This design comes from an exercise in tuning for small area, a short achievable clock period and few clock cycles per item on the open sky130 flow, not from production work.
Where RTL was checked, it was by simulation tests only, not by an equivalence proof against the original.
Function not checked in run 2: the RTL went through the layout flow alone.
Power figures rest on the tool's default switching activity, not on a simulated workload.

## flow/design.v (module list and top-level ports; edited modules follow where they fit)
// module fir: 651 lines
module fir (
    input  wire        ap_clk,
    input  wire        ap_rst,
    input  wire        ap_start,
    output wire        ap_done,
    output wire        ap_idle,
    output wire        ap_ready,
    output wire [31:0] y,
    output wire        y_ap_vld,
    output wire [3:0]  c_address0,
    output wire        c_ce0,
    input  wire [31:0] c_q0,
    input  wire [31:0] x
);
  // ...
==> flow/flow/run.sh <==
#!/bin/bash
# Standard ORFS layout, with two changes:
#  1. after the standard synthesis, flow/polarity.py re-chooses the polarity of the full adders
#     and XOR gates to drop inverters (same function, same registers);
#  2. ports are buffered with buf_2 instead of the flow's default buffer.
set -euo pipefail
W=$(pwd)
R=$W/orfs/results/$FLOW_PLATFORM/fir/base
bash standard.sh "$R/1_2_yosys.v" > synth.log 2>&1
cp "$R/1_2_yosys.v" "$W/1_2_yosys_standard.v"
python3 flow/polarity.py "$W/1_2_yosys_standard.v" "$R/1_2_yosys.v" > polarity.log 2>&1
export BUFFER_PORTS_ARGS="-buffer_cell sky130_fd_sc_hd__buf_2"
bash standard.sh > layout.log 2>&1
==> flow/flow/polarity.py <==
#!/usr/bin/env python3
"""Re-choose the polarity of full adders and XOR gates in a mapped sky130 netlist so that
fewer inverters are needed.  A full adder is self-dual (inverting all three inputs inverts
both outputs) and an XOR/XNOR gate absorbs an inversion on any pin by swapping xor2<->xnor2,
so inverters next to them can often be removed.  The function of the netlist is unchanged.

usage: polarity.py IN.v OUT.v
"""
import re, sys, collections

src = open(sys.argv[1]).read()

# --- parse the single flat module ------------------------------------------------------
inst_re = re.compile(r'^\s*(sky130_fd_sc_hd__\w+)\s+(\S+)\s*\((.*?)\);\s*$', re.S | re.M)
pin_re = re.compile(r'\.(\w+)\(\s*([^()]*?)\s*\)')
OUTS = {'X', 'Y', 'Q', 'Q_N', 'SUM', 'COUT', 'HI', 'LO'}

insts = []
for m in inst_re.finditer(src):
    typ, name, body = m.group(1), m.group(2), m.group(3)
    pins = [(p, n) for p, n in pin_re.findall(body)]
    insts.append({'type': typ, 'name': name, 'pins': pins, 'span': m.span()})

def base(t):
    return re.sub(r'^sky130_fd_sc_hd__', '', t)

def kind(t):
    b = base(t)
    if re.match(r'(clk)?inv_\d+$', b): return 'inv'
    if re.match(r'fa_\d+$', b): return 'fa'
    if re.match(r'xor2_\d+$', b): return 'xor'
    if re.match(r'xnor2_\d+$', b): return 'xnor'
    return 'other'

driver = {}
loads = collections.defaultdict(list)   # net -> [(inst idx, pin)]
for i, c in enumerate(insts):
    c['kind'] = kind(c['type'])
    for p, n in c['pins']:
        if p in OUTS:
            driver[n] = (i, p)
        else:
            loads[n].append((i, p))

port_nets = set()
for m in re.finditer(r'^\s*(input|output|inout)\s+(\[[^\]]*\]\s*)?([^;]+);', src, re.M):
    for n in m.group(3).split(','):
        port_nets.add(n.strip())
def is_port(n):
    b = re.sub(r'\[\d+\]$', '', n.strip())
    return n in port_nets or b in port_nets

# --- logical signals: collapse inverters that touch an FA or XOR ---------------------------
# an inverter is collapsible when its input net is not a port and its output net is not a port
# and the output feeds only cells (no port)
def flexible(i):
    return insts[i]['kind'] in ('fa', 'xor', 'xnor')

coll = set()
for i, c in enumerate(insts):
    if c['kind'] != 'inv':
        continue
    a = dict(c['pins'])['A']; y = dict(c['pins'])['Y']
    if is_port(a) or is_port(y) or a not in driver:
        continue
    d = driver[a][0]
    touches = flexible(d) or any(flexible(j) for j, _ in loads[y])
    if touches and all(insts[j]['kind'] != 'inv' for j, _ in loads[y]):
        coll.add(i)

# root(net) -> (root net, parity)
inv_of = {}
for i in coll:
    pd = dict(insts[i]['pins']); inv_of[pd['Y']] = pd['A']
def root(n):
    par = 0
    while n in inv_of:
        n = inv_of[n]; par ^= 1
    return n, par

# signal = root net; consumers: (inst, pin, extra parity)
sig_cons = collections.defaultdict(list)
for i, c in enumerate(insts):
    if i in coll:
        continue
    for p, n in c['pins']:
        if p in OUTS:
            continue
        r, par = root(n)
        sig_cons[r].append((i, p, par))

# variables: FA flip f[i]; XOR output flip q[i]
var = {i: 0 for i, c in enumerate(insts) if c['kind'] in ('fa', 'xor', 'xnor') and i not in coll}

def drv_pol(sig):
    if sig in driver:
        i, p = driver[sig]
        if i in var:
            return var[i]
    return 0

def req(i, par):
    """polarity (relative to the signal) that consumer i needs on a pin fed with parity par"""
    k = insts[i]['kind']
    if k == 'fa':
        return var[i] ^ par
    if k in ('xor', 'xnor'):
        return None            # takes either
    return par

def sig_cost(sig):
    d = drv_pol(sig)
    need_other = False
    for i, p, par in sig_cons.get(sig, []):
        r = req(i, par)
        if r is not None and r != d:
            need_other = True
    # a port driven with the wrong polarity also needs an inverter
    return 1 if need_other else 0

# signals touched by each variable
touch = collections.defaultdict(set)
for i in var:
    for p, n in insts[i]['pins']:
        if p in OUTS:
            touch[i].add(n)
        elif insts[i]['kind'] == 'fa':
            touch[i].add(root(n)[0])
fixed_out = set()
for n in driver:
    if is_port(n):
        fixed_out.add(n)

def can_flip(i):
    for p, n in insts[i]['pins']:
        if p in OUTS and (is_port(n) or n in fixed_out):
            return False
    return True

before = sum(sig_cost(s) for s in set(sig_cons) | set(driver))
improved = True
rounds = 0
while improved and rounds < 50:
    improved = False; rounds += 1
    for i in var:
        if not can_flip(i):
            continue
        sigs = touch[i]
        c0 = sum(sig_cost(s) for s in sigs)
        var[i] ^= 1
        c1 = sum(sig_cost(s) for s in sigs)
        if c1 < c0:
            improved = True
        else:
            var[i] ^= 1
after = sum(sig_cost(s) for s in set(sig_cons) | set(driver))

# --- rewrite ------------------------------------------------------------------------------
# physical net of signal s with polarity d = drv_pol(s) is the root net itself (driver output).
# the opposite polarity is a new inverter output net.
inv_net = {}
new_cells = []
cnt = [0]
def other(sig):
    if sig not in inv_net:
        cnt[0] += 1
        nn = f'_pol{cnt[0]}_'
        inv_net[sig] = nn
        sp = ' ' if sig.startswith(chr(92)) else ''
        new_cells.append(f'  sky130_fd_sc_hd__inv_1 _polinv{cnt[0]}_ (\n    .A({sig}{sp}),\n    .Y({nn})\n  );\n')
    return inv_net[sig]

new_type = {}
new_pins = {}
for i, c in enumerate(insts):
    if i in coll:
        continue
    k = c['kind']
    pins = []
    parity = 0
    for p, n in c['pins']:
        if p in OUTS:
            pins.append((p, n)); continue
        sig, par = root(n)
        d = drv_pol(sig)
        r = req(i, par)
        if r is None:          # XOR consumer: take the driver's polarity
            r = d
            parity ^= d ^ par  # received value = wanted ^ (d ^ par)
        pins.append((p, sig if r == d else other(sig)))
    new_pins[i] = pins
    if k in ('xor', 'xnor'):
        inv = parity ^ var[i] ^ (1 if k == 'xnor' else 0)
        t = c['type']
        size = re.search(r'_(\d+)$', t).group(1)
        new_type[i] = f'sky130_fd_sc_hd__{"xnor2" if inv else "xor2"}_{size}'
        outp = 'Y' if inv else 'X'     # xnor2 drives Y, xor2 drives X
        new_pins[i] = [((outp if p in OUTS else p), n) for p, n in new_pins[i]]

# nets that lost their driver (collapsed inverter outputs) are simply left unused
out = []
last = 0
for i, c in enumerate(insts):
    s, e = c['span']
    out.append(src[last:s])
    last = e
    if i in coll:
        continue
    t = new_type.get(i, c['type'])
    body = ',\n'.join(f'    .{p}({n}{" " if n.startswith(chr(92)) else ""})' for p, n in new_pins[i])
    out.append(f'  {t} {c["name"]} (\n{body}\n  );')
tail = src[last:]
em = tail.rfind('endmodule')
out.append(tail[:em])
# declare new nets
decl = ''.join(f'  wire {inv_net[s]};\n' for s in inv_net)
out.append(decl + ''.join(new_cells) + tail[em:])
txt = ''.join(out)
open(sys.argv[2], 'w').write(txt)
ninv_before = sum(1 for c in insts if c['kind'] == 'inv')
sys.stderr.write(f'polarity: {len(coll)} inverters collapsed, {len(new_cells)} added '
                 f'(cost {before} -> {after}), {ninv_before} inverters before\n')
==> flow/standard.sh <==
#!/bin/bash
# synth_recipe.tcl (not shown) runs the flow's synth.tcl, then flattens the netlist and writes it again
# the make line also repeats each setting of config.mk as NAME=value (left out here)
make -C /OpenROAD-flow-scripts/flow DESIGN_CONFIG=/design/flow/config.mk WORK_HOME=/design/flow/orfs CLKGATE_MAP_FILE= SYNTH_SCRIPT=/design/flow/synth_recipe.tcl "${@:-finish}"
==> flow/config.mk <==
export PLATFORM = sky130hd
export DESIGN_NAME = fir
export DESIGN_NICKNAME = fir
export VERILOG_FILES = /design/flow/design.v
export SDC_FILE = /design/flow/constraint.sdc
export NUM_CORES = 4
export LEC_CHECK = 0
export CAP_MARGIN = 5
export CORE_MARGIN = 2
export CORE_UTILIZATION = 70
export CTS_BUF_LIST = sky130_fd_sc_hd__clkbuf_8
export CTS_CLUSTER_DIAMETER = 60
export CTS_CLUSTER_SIZE = 16
export PLACE_DENSITY = 0.78
export SETUP_SLACK_MARGIN = 4.7
export SLEW_MARGIN = 5
export TNS_END_PERCENT = 30
==> flow/constraint.sdc <==
create_clock -name core_clock -period 8.5 [get_ports {ap_clk}]
set_input_delay 1.7000 -clock core_clock [delete_from_list [all_inputs] [get_ports {ap_clk}]]
set_output_delay 1.7000 -clock core_clock [all_outputs]
set_load 0.01 [all_outputs]
==> results.tsv, run 1 <==
metric	value	unit
reg2reg_from	c_reg[22]	
dr.pass1.iters	7	
top_usage_layer	met2	
switching_share	29.33	%
drcViolationCount	0	
max_cap_violations	0	
grt_max_degree	45	
grt_pass1_vias	17840	
drt-met1-wl	24.58	mm
dp_hpwl	43.96	mm
seq_cells	491	
hold_ws	0.2779	ns
utilization	76.04	%
pg_clk	1.30	mW
insertion_delay	0.66	ns
status	timing/DRC/antenna clean	
crit_family	buffers and inverters	
port_buffers	107	
regMostFlops	ring	
rsz0062_at_grt	yes	
seq-cell-share	36.62	%
wire_per_inst	23.50	um
cts_max_level	2	
top_layer_used	met5	
worst_pin_slew	0.7473	ns
postRouteAntennaNets	0	
antenna_cells	1	
fp.dieH	193.4	um
worstPathMaxFanout	3	
finalHoldViolCount	0	
die_area	37400	sq um
cts_tree	yes	
fin_worst_skew	0.06497	ns
buffer_area_share	3.840	%
Testbench counts, summed over its fixed seeds: cycles 24,000, items 1,600.
==> run 2, diff against run 1 <==
--- a/flow/design.v
+++ b/flow/design.v
@@ -11,47 +11,49 @@
     output wire        c_ce0,
     input  wire [31:0] c_q0,
     input  wire [31:0] x
 );
 reg  [3:0]  cnt;       
 reg  [3:0]  ph;        
 reg  [3:0]  nvalid;    
 reg         done_q;
+reg         rd_q;      
 reg         clr;       
 reg  [31:0] ring [0:9];
 reg  [31:0] c_reg;
 reg  [15:0] bone, btwo, bneg;
 reg  [31:0] acc_s, acc_c;
 reg  [1:0]  acc_t;      
 reg  [31:0] acc_e;      
-wire busy_rd = (cnt <= 4'd10);
 wire ld_ring = (cnt >= 4'd1) && (cnt <= 4'd10);
 assign ap_idle    = ~ap_start;
 assign ap_done    = done_q;
 assign ap_ready   = done_q;
 assign y_ap_vld   = done_q;
 assign y          = c_reg;
-assign c_ce0      = ap_start & busy_rd;
+assign c_ce0      = ap_start & rd_q;
 assign c_address0 = (cnt == 4'd10) ? 4'd0 : ((ph == 4'd9) ? 4'd1 : ph + 4'd2);
 always @(posedge ap_clk) begin
     if (ap_rst) begin
         cnt    <= 4'd0;
         done_q <= 1'b0;
+        rd_q   <= 1'b1;
         clr    <= 1'b0;
         ph     <= 4'd0;
         nvalid <= 4'd0;
     end else begin
         if (cnt == 4'd0)
             cnt <= {3'd0, ap_start};
         else if (cnt == 4'd14)
             cnt <= 4'd0;
         else
             cnt <= cnt + 4'd1;
         done_q <= (cnt == 4'd13);
+        rd_q   <= (cnt <= 4'd9) || (cnt == 4'd14);    
         clr    <= (cnt == 4'd1);
         if (done_q) begin
             ph <= (ph >= 4'd8) ? ph - 4'd8 : ph + 4'd2;
             if (nvalid != 4'd10)
                 nvalid <= nvalid + 4'd1;
         end else begin
             ph <= (ph == 4'd9) ? 4'd0 : ph + 4'd1;
         end
@@ -235,112 +237,112 @@
 wire s_139 = s_131 ^ s_133 ^ c_122;
 wire c_140 = (s_131 & s_133) | (c_122 & (s_131 ^ s_133));
 wire s_141 = s_135 ^ c_124 ^ s_137;
 wire c_142 = (s_135 & c_124) | (s_137 & (s_135 ^ c_124));
 wire s_143 = c_126 ^ s_139 ^ s_141;
 wire c_144 = (c_126 & s_139) | (s_141 & (c_126 ^ s_139));
 wire s_145 = bneg[8] ^ sm[16] ^ cm[16];
 wire c_146 = (bneg[8] & sm[16]) | (cm[16] & (bneg[8] ^ sm[16]));
-wire s_147 = pp0[16] ^ pp1[14] ^ pp2[12];
-wire c_148 = (pp0[16] & pp1[14]) | (pp2[12] & (pp0[16] ^ pp1[14]));
-wire s_149 = pp3[10] ^ pp4[8] ^ pp5[6];
-wire c_150 = (pp3[10] & pp4[8]) | (pp5[6] & (pp3[10] ^ pp4[8]));
-wire s_151 = pp6[4] ^ pp7[2] ^ pp8[0];
-wire c_152 = (pp6[4] & pp7[2]) | (pp8[0] & (pp6[4] ^ pp7[2]));
-wire s_153 = s_145 ^ c_130 ^ c_132;
-wire c_154 = (s_145 & c_130) | (c_132 & (s_145 ^ c_130));
-wire s_155 = c_134 ^ s_147 ^ s_149;
-wire c_156 = (c_134 & s_147) | (s_149 & (c_134 ^ s_147));
-wire s_157 = s_151 ^ c_136 ^ c_138;
-wire c_158 = (s_151 & c_136) | (c_138 & (s_151 ^ c_136));
-wire s_159 = s_153 ^ s_155 ^ c_140;
-wire c_160 = (s_153 & s_155) | (c_140 & (s_153 ^ s_155));
-wire s_161 = c_142 ^ s_157 ^ s_159;
-wire c_162 = (c_142 & s_157) | (s_159 & (c_142 ^ s_157));
-wire s_163 = sm[17] ^ cm[17] ^ c_146;
-wire c_164 = (sm[17] & cm[17]) | (c_146 & (sm[17] ^ cm[17]));
-wire s_165 = pp0[17] ^ pp1[15] ^ pp2[13];
-wire c_166 = (pp0[17] & pp1[15]) | (pp2[13] & (pp0[17] ^ pp1[15]));
-wire s_167 = pp3[11] ^ pp4[9] ^ pp5[7];
-wire c_168 = (pp3[11] & pp4[9]) | (pp5[7] & (pp3[11] ^ pp4[9]));
-wire s_169 = pp6[5] ^ pp7[3] ^ pp8[1];
-wire c_170 = (pp6[5] & pp7[3]) | (pp8[1] & (pp6[5] ^ pp7[3]));
-wire s_171 = c_148 ^ c_150 ^ c_152;
-wire c_172 = (c_148 & c_150) | (c_152 & (c_148 ^ c_150));
-wire s_173 = s_163 ^ s_165 ^ s_167;
-wire c_174 = (s_163 & s_165) | (s_167 & (s_163 ^ s_165));
-wire s_175 = s_169 ^ c_154 ^ c_156;
-wire c_176 = (s_169 & c_154) | (c_156 & (s_169 ^ c_154));
-wire s_177 = s_171 ^ s_173 ^ c_158;
-wire c_178 = (s_171 & s_173) | (c_158 & (s_171 ^ s_173));
-wire s_179 = s_175 ^ c_160 ^ s_177;
-wire c_180 = (s_175 & c_160) | (s_177 & (s_175 ^ c_160));
+wire s_147 = em[16] ^ pp0[16] ^ pp1[14];
+wire c_148 = (em[16] & pp0[16]) | (pp1[14] & (em[16] ^ pp0[16]));
+wire s_149 = pp2[12] ^ pp3[10] ^ pp4[8];
+wire c_150 = (pp2[12] & pp3[10]) | (pp4[8] & (pp2[12] ^ pp3[10]));
+wire s_151 = pp5[6] ^ pp6[4] ^ pp7[2];
+wire c_152 = (pp5[6] & pp6[4]) | (pp7[2] & (pp5[6] ^ pp6[4]));
+wire s_153 = pp8[0] ^ s_145 ^ c_130;
+wire c_154 = (pp8[0] & s_145) | (c_130 & (pp8[0] ^ s_145));
+wire s_155 = c_132 ^ c_134 ^ s_147;
+wire c_156 = (c_132 & c_134) | (s_147 & (c_132 ^ c_134));
+wire s_157 = s_149 ^ s_151 ^ c_136;
+wire c_158 = (s_149 & s_151) | (c_136 & (s_149 ^ s_151));
+wire s_159 = c_138 ^ s_153 ^ s_155;
+wire c_160 = (c_138 & s_153) | (s_155 & (c_138 ^ s_153));
+wire s_161 = c_140 ^ s_157 ^ c_142;
+wire c_162 = (c_140 & s_157) | (c_142 & (c_140 ^ s_157));
+wire s_163 = sm[17] ^ cm[17] ^ em[17];
+wire c_164 = (sm[17] & cm[17]) | (em[17] & (sm[17] ^ cm[17]));
+wire s_165 = c_146 ^ pp0[17] ^ pp1[15];
+wire c_166 = (c_146 & pp0[17]) | (pp1[15] & (c_146 ^ pp0[17]));
+wire s_167 = pp2[13] ^ pp3[11] ^ pp4[9];
+wire c_168 = (pp2[13] & pp3[11]) | (pp4[9] & (pp2[13] ^ pp3[11]));
+wire s_169 = pp5[7] ^ pp6[5] ^ pp7[3];
+wire c_170 = (pp5[7] & pp6[5]) | (pp7[3] & (pp5[7] ^ pp6[5]));
+wire s_171 = pp8[1] ^ s_163 ^ c_148;
+wire c_172 = (pp8[1] & s_163) | (c_148 & (pp8[1] ^ s_163));
+wire s_173 = c_150 ^ c_152 ^ s_165;
+wire c_174 = (c_150 & c_152) | (s_165 & (c_150 ^ c_152));
+wire s_175 = s_167 ^ s_169 ^ c_154;
+wire c_176 = (s_167 & s_169) | (c_154 & (s_167 ^ s_169));
+wire s_177 = c_156 ^ s_171 ^ s_173;
+wire c_178 = (c_156 & s_171) | (s_173 & (c_156 ^ s_171));
+wire s_179 = c_158 ^ s_175 ^ c_160;
+wire c_180 = (c_158 & s_175) | (c_160 & (c_158 ^ s_175));
 wire s_181 = bneg[9] ^ sm[18] ^ cm[18];
 wire c_182 = (bneg[9] & sm[18]) | (cm[18] & (bneg[9] ^ sm[18]));
-wire s_183 = pp0[18] ^ pp1[16] ^ pp2[14];
-wire c_184 = (pp0[18] & pp1[16]) | (pp2[14] & (pp0[18] ^ pp1[16]));
-wire s_185 = pp3[12] ^ pp4[10] ^ pp5[8];
-wire c_186 = (pp3[12] & pp4[10]) | (pp5[8] & (pp3[12] ^ pp4[10]));
-wire s_187 = pp6[6] ^ pp7[4] ^ pp8[2];
-wire c_188 = (pp6[6] & pp7[4]) | (pp8[2] & (pp6[6] ^ pp7[4]));
-wire s_189 = pp9[0] ^ s_181 ^ c_164;
-wire c_190 = (pp9[0] & s_181) | (c_164 & (pp9[0] ^ s_181));
-wire s_191 = c_166 ^ c_168 ^ c_170;
-wire c_192 = (c_166 & c_168) | (c_170 & (c_166 ^ c_168));
-wire s_193 = s_183 ^ s_185 ^ s_187;
-wire c_194 = (s_183 & s_185) | (s_187 & (s_183 ^ s_185));
-wire s_195 = c_172 ^ s_189 ^ c_174;
-wire c_196 = (c_172 & s_189) | (c_174 & (c_172 ^ s_189));
-wire s_197 = s_191 ^ s_193 ^ c_176;
-wire c_198 = (s_191 & s_193) | (c_176 & (s_191 ^ s_193));
-wire s_199 = s_195 ^ c_178 ^ s_197;
-wire c_200 = (s_195 & c_178) | (s_197 & (s_195 ^ c_178));
-wire s_201 = sm[19] ^ cm[19] ^ c_182;
-wire c_202 = (sm[19] & cm[19]) | (c_182 & (sm[19] ^ cm[19]));
-wire s_203 = pp0[19] ^ pp1[17] ^ pp2[15];
-wire c_204 = (pp0[19] & pp1[17]) | (pp2[15] & (pp0[19] ^ pp1[17]));
-wire s_205 = pp3[13] ^ pp4[11] ^ pp5[9];
-wire c_206 = (pp3[13] & pp4[11]) | (pp5[9] & (pp3[13] ^ pp4[11]));
-wire s_207 = pp6[7] ^ pp7[5] ^ pp8[3];
-wire c_208 = (pp6[7] & pp7[5]) | (pp8[3] & (pp6[7] ^ pp7[5]));
-wire s_209 = pp9[1] ^ c_184 ^ c_186;
-wire c_210 = (pp9[1] & c_184) | (c_186 & (pp9[1] ^ c_184));
-wire s_211 = c_188 ^ s_201 ^ s_203;
-wire c_212 = (c_188 & s_201) | (s_203 & (c_188 ^ s_201));
-wire s_213 = s_205 ^ s_207 ^ c_190;
-wire c_214 = (s_205 & s_207) | (c_190 & (s_205 ^ s_207));
-wire s_215 = c_192 ^ c_194 ^ s_209;
-wire c_216 = (c_192 & c_194) | (s_209 & (c_192 ^ c_194));
-wire s_217 = s_211 ^ s_213 ^ c_196;
-wire c_218 = (s_211 & s_213) | (c_196 & (s_211 ^ s_213));
-wire s_219 = s_215 ^ c_198 ^ s_217;
-wire c_220 = (s_215 & c_198) | (s_217 & (s_215 ^ c_198));
+wire s_183 = em[18] ^ c_164 ^ pp0[18];
+wire c_184 = (em[18] & c_164) | (pp0[18] & (em[18] ^ c_164));
+wire s_185 = pp1[16] ^ pp2[14] ^ pp3[12];
+wire c_186 = (pp1[16] & pp2[14]) | (pp3[12] & (pp1[16] ^ pp2[14]));
+wire s_187 = pp4[10] ^ pp5[8] ^ pp6[6];
+wire c_188 = (pp4[10] & pp5[8]) | (pp6[6] & (pp4[10] ^ pp5[8]));
+wire s_189 = pp7[4] ^ pp8[2] ^ pp9[0];
+wire c_190 = (pp7[4] & pp8[2]) | (pp9[0] & (pp7[4] ^ pp8[2]));
+wire s_191 = s_181 ^ c_166 ^ c_168;
+wire c_192 = (s_181 & c_166) | (c_168 & (s_181 ^ c_166));
+wire s_193 = c_170 ^ s_183 ^ s_185;
+wire c_194 = (c_170 & s_183) | (s_185 & (c_170 ^ s_183));
+wire s_195 = s_187 ^ s_189 ^ c_172;
+wire c_196 = (s_187 & s_189) | (c_172 & (s_187 ^ s_189));
+wire s_197 = c_174 ^ s_191 ^ c_176;
+wire c_198 = (c_174 & s_191) | (c_176 & (c_174 ^ s_191));
+wire s_199 = s_193 ^ s_195 ^ c_178;
+wire c_200 = (s_193 & s_195) | (c_178 & (s_193 ^ s_195));
+wire s_201 = sm[19] ^ cm[19] ^ em[19];
+wire c_202 = (sm[19] & cm[19]) | (em[19] & (sm[19] ^ cm[19]));
+wire s_203 = c_182 ^ pp0[19] ^ pp1[17];
+wire c_204 = (c_182 & pp0[19]) | (pp1[17] & (c_182 ^ pp0[19]));
+wire s_205 = pp2[15] ^ pp3[13] ^ pp4[11];
+wire c_206 = (pp2[15] & pp3[13]) | (pp4[11] & (pp2[15] ^ pp3[13]));
+wire s_207 = pp5[9] ^ pp6[7] ^ pp7[5];
+wire c_208 = (pp5[9] & pp6[7]) | (pp7[5] & (pp5[9] ^ pp6[7]));
+wire s_209 = pp8[3] ^ pp9[1] ^ s_201;
+wire c_210 = (pp8[3] & pp9[1]) | (s_201 & (pp8[3] ^ pp9[1]));
+wire s_211 = c_184 ^ c_186 ^ c_188;
+wire c_212 = (c_184 & c_186) | (c_188 & (c_184 ^ c_186));
+wire s_213 = c_190 ^ s_203 ^ s_205;
+wire c_214 = (c_190 & s_203) | (s_205 & (c_190 ^ s_203));
+wire s_215 = s_207 ^ s_209 ^ c_192;
+wire c_216 = (s_207 & s_209) | (c_192 & (s_207 ^ s_209));
+wire s_217 = c_194 ^ s_211 ^ s_213;
+wire c_218 = (c_194 & s_211) | (s_213 & (c_194 ^ s_211));
+wire s_219 = c_196 ^ s_215 ^ c_198;
+wire c_220 = (c_196 & s_215) | (c_198 & (c_196 ^ s_215));
 wire s_221 = bneg[10] ^ sm[20] ^ cm[20];
 wire c_222 = (bneg[10] & sm[20]) | (cm[20] & (bneg[10] ^ sm[20]));
-wire s_223 = em[20] ^ pp0[20] ^ pp1[18];
-wire c_224 = (em[20] & pp0[20]) | (pp1[18] & (em[20] ^ pp0[20]));
-wire s_225 = pp2[16] ^ pp3[14] ^ pp4[12];
-wire c_226 = (pp2[16] & pp3[14]) | (pp4[12] & (pp2[16] ^ pp3[14]));
-wire s_227 = pp5[10] ^ pp6[8] ^ pp7[6];
-wire c_228 = (pp5[10] & pp6[8]) | (pp7[6] & (pp5[10] ^ pp6[8]));
-wire s_229 = pp8[4] ^ pp9[2] ^ pp10[0];
-wire c_230 = (pp8[4] & pp9[2]) | (pp10[0] & (pp8[4] ^ pp9[2]));
-wire s_231 = s_221 ^ c_202 ^ c_204;
-wire c_232 = (s_221 & c_202) | (c_204 & (s_221 ^ c_202));
-wire s_233 = c_206 ^ c_208 ^ s_223;
-wire c_234 = (c_206 & c_208) | (s_223 & (c_206 ^ c_208));
-wire s_235 = s_225 ^ s_227 ^ s_229;
-wire c_236 = (s_225 & s_227) | (s_229 & (s_225 ^ s_227));
-wire s_237 = c_210 ^ c_212 ^ s_231;
-wire c_238 = (c_210 & c_212) | (s_231 & (c_210 ^ c_212));
-wire s_239 = c_214 ^ s_233 ^ s_235;
-wire c_240 = (c_214 & s_233) | (s_235 & (c_214 ^ s_233));
-wire s_241 = c_216 ^ s_237 ^ s_239;
-wire c_242 = (c_216 & s_237) | (s_239 & (c_216 ^ s_237));
+wire s_223 = em[20] ^ c_202 ^ pp0[20];
+wire c_224 = (em[20] & c_202) | (pp0[20] & (em[20] ^ c_202));
+wire s_225 = pp1[18] ^ pp2[16] ^ pp3[14];
+wire c_226 = (pp1[18] & pp2[16]) | (pp3[14] & (pp1[18] ^ pp2[16]));
+wire s_227 = pp4[12] ^ pp5[10] ^ pp6[8];
+wire c_228 = (pp4[12] & pp5[10]) | (pp6[8] & (pp4[12] ^ pp5[10]));
+wire s_229 = pp7[6] ^ pp8[4] ^ pp9[2];
+wire c_230 = (pp7[6] & pp8[4]) | (pp9[2] & (pp7[6] ^ pp8[4]));
+wire s_231 = pp10[0] ^ s_221 ^ c_204;
+wire c_232 = (pp10[0] & s_221) | (c_204 & (pp10[0] ^ s_221));
+wire s_233 = c_206 ^ c_208 ^ c_210;
+wire c_234 = (c_206 & c_208) | (c_210 & (c_206 ^ c_208));
+wire s_235 = s_223 ^ s_225 ^ s_227;
+wire c_236 = (s_223 & s_225) | (s_227 & (s_223 ^ s_225));
+wire s_237 = s_229 ^ c_212 ^ c_214;
+wire c_238 = (s_229 & c_212) | (c_214 & (s_229 ^ c_212));
+wire s_239 = s_231 ^ s_233 ^ s_235;
+wire c_240 = (s_231 & s_233) | (s_235 & (s_231 ^ s_233));
+wire s_241 = c_216 ^ c_218 ^ s_237;
+wire c_242 = (c_216 & c_218) | (s_237 & (c_216 ^ c_218));
 wire s_243 = sm[21] ^ cm[21] ^ em[21];
 wire c_244 = (sm[21] & cm[21]) | (em[21] & (sm[21] ^ cm[21]));
 wire s_245 = c_222 ^ pp0[21] ^ pp1[19];
 wire c_246 = (c_222 & pp0[21]) | (pp1[19] & (c_222 ^ pp0[21]));
 wire s_247 = pp2[17] ^ pp3[15] ^ pp4[13];
 wire c_248 = (pp2[17] & pp3[15]) | (pp4[13] & (pp2[17] ^ pp3[15]));
 wire s_249 = pp5[11] ^ pp6[9] ^ pp7[7];
 wire c_250 = (pp5[11] & pp6[9]) | (pp7[7] & (pp5[11] ^ pp6[9]));
@@ -633,19 +635,19 @@
 wire s_537 = s_534 ^ s_535;
 wire s_538 = s_536 ^ c_496;
 wire s_539 = c_498 ^ s_537;
 wire s_540 = c_500 ^ c_502;
 wire s_541 = s_538 ^ s_539;
 wire s_542 = s_540 ^ s_541;
 wire s_543 = c_504 ^ c_506;
 wire s_544 = s_542 ^ s_543;
-wire [31:0] nxt_s = {s_544, s_509, s_477, s_447, s_417, s_389, s_361, s_335, c_288, s_285, s_261, c_218, c_200, c_180, c_162, c_144, c_128, c_112, c_98, c_84, c_72, c_60, c_50, c_40, c_32, c_24, c_18, c_12, s_9, c_4, pp0[1], pp0[0]};
-wire [31:0] nxt_c = {c_508, c_480, c_450, c_420, c_392, c_364, c_338, c_312, s_309, c_264, c_242, s_241, s_219, s_199, s_179, s_161, s_143, s_127, s_111, s_97, s_83, s_71, s_59, s_49, s_39, s_31, s_23, s_17, s_11, s_7, s_3, s_1};
+wire [31:0] nxt_s = {s_544, s_509, s_477, s_447, s_417, s_389, s_361, s_335, c_288, s_285, s_261, s_239, s_217, s_197, s_177, s_159, c_128, c_112, c_98, c_84, c_72, c_60, c_50, c_40, c_32, c_24, c_18, c_12, s_9, c_4, pp0[1], pp0[0]};
+wire [31:0] nxt_c = {c_508, c_480, c_450, c_420, c_392, c_364, c_338, c_312, s_309, c_264, c_242, c_220, c_200, c_180, c_162, c_144, s_143, s_127, s_111, s_97, s_83, s_71, s_59, s_49, s_39, s_31, s_23, s_17, s_11, s_7, s_3, s_1};
 wire [1:0]  nxt_t = {c_512, c_510};
-wire [31:0] nxt_e = {1'b0, s_511, s_479, s_449, s_419, s_391, s_363, s_337, s_311, s_287, s_263, c_220, 1'b0, 1'b0, 1'b0, 1'b0, 1'b0, 1'b0, 1'b0, 1'b0, 1'b0, 1'b0, 1'b0, 1'b0, 1'b0, 1'b0, 1'b0, 1'b0, 1'b0, 1'b0, 1'b0, 1'b0};
+wire [31:0] nxt_e = {1'b0, s_511, s_479, s_449, s_419, s_391, s_363, s_337, s_311, s_287, s_263, s_241, s_219, s_199, s_179, s_161, 1'b0, 1'b0, 1'b0, 1'b0, 1'b0, 1'b0, 1'b0, 1'b0, 1'b0, 1'b0, 1'b0, 1'b0, 1'b0, 1'b0, 1'b0, 1'b0};
 always @(posedge ap_clk) begin
     acc_s <= nxt_s;
     acc_c <= nxt_c;
     acc_t <= nxt_t;
     acc_e <= nxt_e;
 end
 endmodule
--- a/flow/config.mk
+++ b/flow/config.mk
@@ -7,11 +7,11 @@
 export LEC_CHECK = 0
 export CAP_MARGIN = 5
 export CORE_MARGIN = 2
 export CORE_UTILIZATION = 70
 export CTS_BUF_LIST = sky130_fd_sc_hd__clkbuf_8
 export CTS_CLUSTER_DIAMETER = 60
 export CTS_CLUSTER_SIZE = 16
 export PLACE_DENSITY = 0.78
-export SETUP_SLACK_MARGIN = 4.7
+export SETUP_SLACK_MARGIN = 4.8
 export SLEW_MARGIN = 5
 export TNS_END_PERCENT = 30
==> run 2 against run 1 <==
- sequential share of layout area up 0.14 points
- via count up 0.56%
- first-iteration DRC count down 0.11%
- sequential power about the same
- critical path type unchanged
- largest power group unchanged
==> results.tsv, run 2 <==
metric	value	unit	change
status	timing/DRC/antenna clean		unchanged
rows	69		unchanged
drcViolationCount	0		unchanged
die_x	193.8	um	was 193.4 um
maxSlewViolCount	0		unchanged
postRouteAntennaNets	0		unchanged
finalSetupViolCount	0		unchanged
final_cell_mix	dfxtp_1 (465), a22oi_1 (271), fa_1 (256), xnor2_1 (212), inv_1 (156)		was dfxtp_1 (463), a22oi_1 (270), fa_1 (253), xnor2_1 (217), inv_1 (149)
worstSetupEndpointType	primary output		unchanged
syn_inst	2227		was 2220
power_switching	1.428	mW	was 1.360 mW
hold_ws	0.3214	ns	was 0.2779 ns
crit_path_start	ap_start		unchanged
grt_pass1_wl	101.7	mm	was 100.1 mm
startpoint_type	primary input		unchanged
grt_remaining_overflow	0		unchanged
grt_pass1_vias	18380		was 17840
critical-path-max-stage-delay	0.14	ns	was 0.13 ns
vias	17230		was 17130
p_clk_share	28.3	%	was 28.0%
hp-class	register to register		unchanged
dr.pass1.iters	6		was 7
syn_nets	2623		was 2616
regMostFlops	ring		unchanged
reg2reg_from	c_reg[9]		was c_reg[22]
worstSetupPathDepth	3		unchanged
drive_gt1_share	14.17	%	was 13.61%
cp.required	6.80	ns	about the same
fp.dieH	193.8	um	was 193.4 um
grt_usage	35.07	%	was 34.63%
path_cells	buf_4 -> and2_1 -> buf_2		was buf_2 -> and2_1 -> buf_2
crit_end	c_ce0		unchanged
dpl_cell_area	26030	sq um	was 25860 sq um
grt_max_degree	42		was 45
fmax	263.4	MHz	was 265.5 MHz
cts_root_buf	clkbuf_8		unchanged
crit_family	buffers and inverters		unchanged
nets	2666		was 2652
cts.path.max_buffers	3		unchanged
fin_area	27150	sq um	was 26980 sq um
path_buf_inv	2		unchanged
dp_hpwl	44.14	mm	was 43.96 mm
worst_pin_slew	0.8229	ns	was 0.7473 ns
synth_area	25230	sq um	was 25110 sq um
power.leakage	10.36	nW	was 10.31 nW
period_needed	3.796	ns	was 3.766 ns
worstPathMaxFanout	3		unchanged
rsz0062_at_grt	yes		unchanged
slew_headroom	45.14	%	was 50.11%
path_clk_slew	0.09	ns	about the same
power.density	175.1	nW/um^2	was 171.9 nW/um^2
critPathSlowestCell	and2_1		was buf_2
cts_tree	yes		unchanged
dr.first_iter.drc_count	1783		was 1785
coreArea	35570	sq um	was 35480 sq um
finalHoldViolCount	0		unchanged
reg2reg_slack	4.81	ns	was 4.75 ns
layout_commonest_cell	dfxtp_1		unchanged
setup_tns	0	ns	unchanged
start_util	70.92	%	was 70.75%
combPwrFrac	18.5	%	was 18.0%
arrival	2.10	ns	was 2.07 ns
finalCritPeriodShare	44.66	%	was 44.31%
area_delta_synth_final	7.619	%	was 7.476%
die_area	37570	sq um	was 37400 sq um
wirelength	65.21	mm	was 64.23 mm
cts.sinks	496		was 491
port_buffers	107		unchanged
vias_per_cell	6.270		was 6.269
fin_worst_skew	0.03796	ns	was 0.06497 ns
largest_reg_flops	320		unchanged
reg2reg_depth	9		was 8
antenna_found_initial	2		unchanged
criticalPathCategory	primary input to primary output		unchanged
cts_inserted_buffers	44		was 41
max_cap_violations	0		unchanged
place.gp.congestion	0.9250		was 0.9710
wire_per_inst	23.73	um	was 23.50 um
final_cells	2748		was 2733
postSynthAreaPerCell	11.33	sq um	was 11.31 sq um
p_seq_share	53.2	%	was 54.0%
place_inst	2673		was 2659
irDropWorstVdd	220.5	uV	was 189.8 uV
p_int	3.326	mW	was 3.277 mW
ys_warn_count	2		unchanged
switching_share	30.03	%	was 29.33%
ioPinCount	108		unchanged
insertion_delay	0.65	ns	was 0.66 ns
cts_max_level	2		unchanged
reg2reg_to	acc_e[30]		was acc_e[27]
-- run 2: cell type report --
type	instances	area [sq um]
antenna	1	2.502
clock buffer	45	619.3
clock inverter	17	183.9
fill	2371	8422
inverter	158	604.3
multi-input combinational	1413	14170
sequential	496	9981
tap	461	576.8
timing repair buffer	157	1007
-- run 2: layer usage --
layer	share of wire, %	wire length (um)	up-vias	GRT usage (%)
li1	-	-	7433	-
met1	37	24440	8406	44.91
met2	46	30290	1088	55.91
met3	11	7020	300	8.245
met4	5.3	3449	2	18.46
met5	0.020	13	-	0
-- run 2: per-stage QoR --
stage | setup WS [ns] | total power [mW] | util, %
5_1_grt | 4.692 | 4.971 | 76.32
6_report | 4.704 | 4.754 | 76.32
3_5_place_dp | 4.203 | 3.424 | 73.17
2_1_floorplan | 4.690 | 3.154 | -
4_1_cts | 4.688 | 4.767 | 75.80
3_3_place_gp | 4.291 | 3.388 | 73.17
-- run 2: how the worst min path moves through the flow --
stage	start	end	slack, ns	cells after the start
after floorplan	ring[1][0]	ring[0][0]	0.31	0
after global placement	ring[2][28]	ring[1][28]	0.31	0
after detailed placement	ring[1][29]	ring[0][29]	0.31	0
after CTS	ring[9][0]	ring[8][0]	0.33	0
after global routing	ring[3][20]	ring[2][20]	0.33	0
final	ring[1][19]	ring[0][19]	0.32	0
-- run 2: repair_timing --
| item | 4_1_cts | 5_1_grt |
|---|---|---|
| hold buffers | 0 | 0 |
| pin swaps | 2 | 8 |
| setup endpoints to repair | 50 | 26 |
| cloned | 1 | 0 |
| setup buffers | 5 | 6 |
| gates resized for setup | 31 | 44 |
-- run 2: power groups by stage --
stage               clock, mW  sequential [mW]  combinational (mW)
CTS                      1.38             2.52               0.865
detailed placement          0             2.58               0.847
finish                   1.35             2.53               0.879
global placement            0             2.57               0.817
floorplan                   0             2.54               0.612
global route             1.46             2.54               0.975

[re-timing with driven ports]
The flow's constraints put no driver on any port. The routed layouts listed below were extracted and timed again, unchanged, in two steps. Step 1, drivers: a clkbuf_16 drives ap_clk and a buf_2 each remaining input, both assumed. Step 2 times the ports against the registers' clock, not the clock port: input delays grow and output delays shrink by t, the midpoint of the rising clock arrivals with the driver on. Slacks: no drivers / after step 1 / after step 2; pairs: no drivers / after step 1.
| run | shift t [ns] | setup slack, ns | worst data-port slew with drivers (ns) |
|---|---|---|---|
| run 1 | 0.682 | 4.734 / 4.715 / 4.715 | 0.06 |
| run 2 | 0.679 | 4.704 / 4.677 / 4.677 | 0.06 |
After both steps setup and hold are still met in every run listed. For run 2, which loses most, drivers alone change the setup slack by -0.027 ns; drivers and shift together by -0.027 ns.
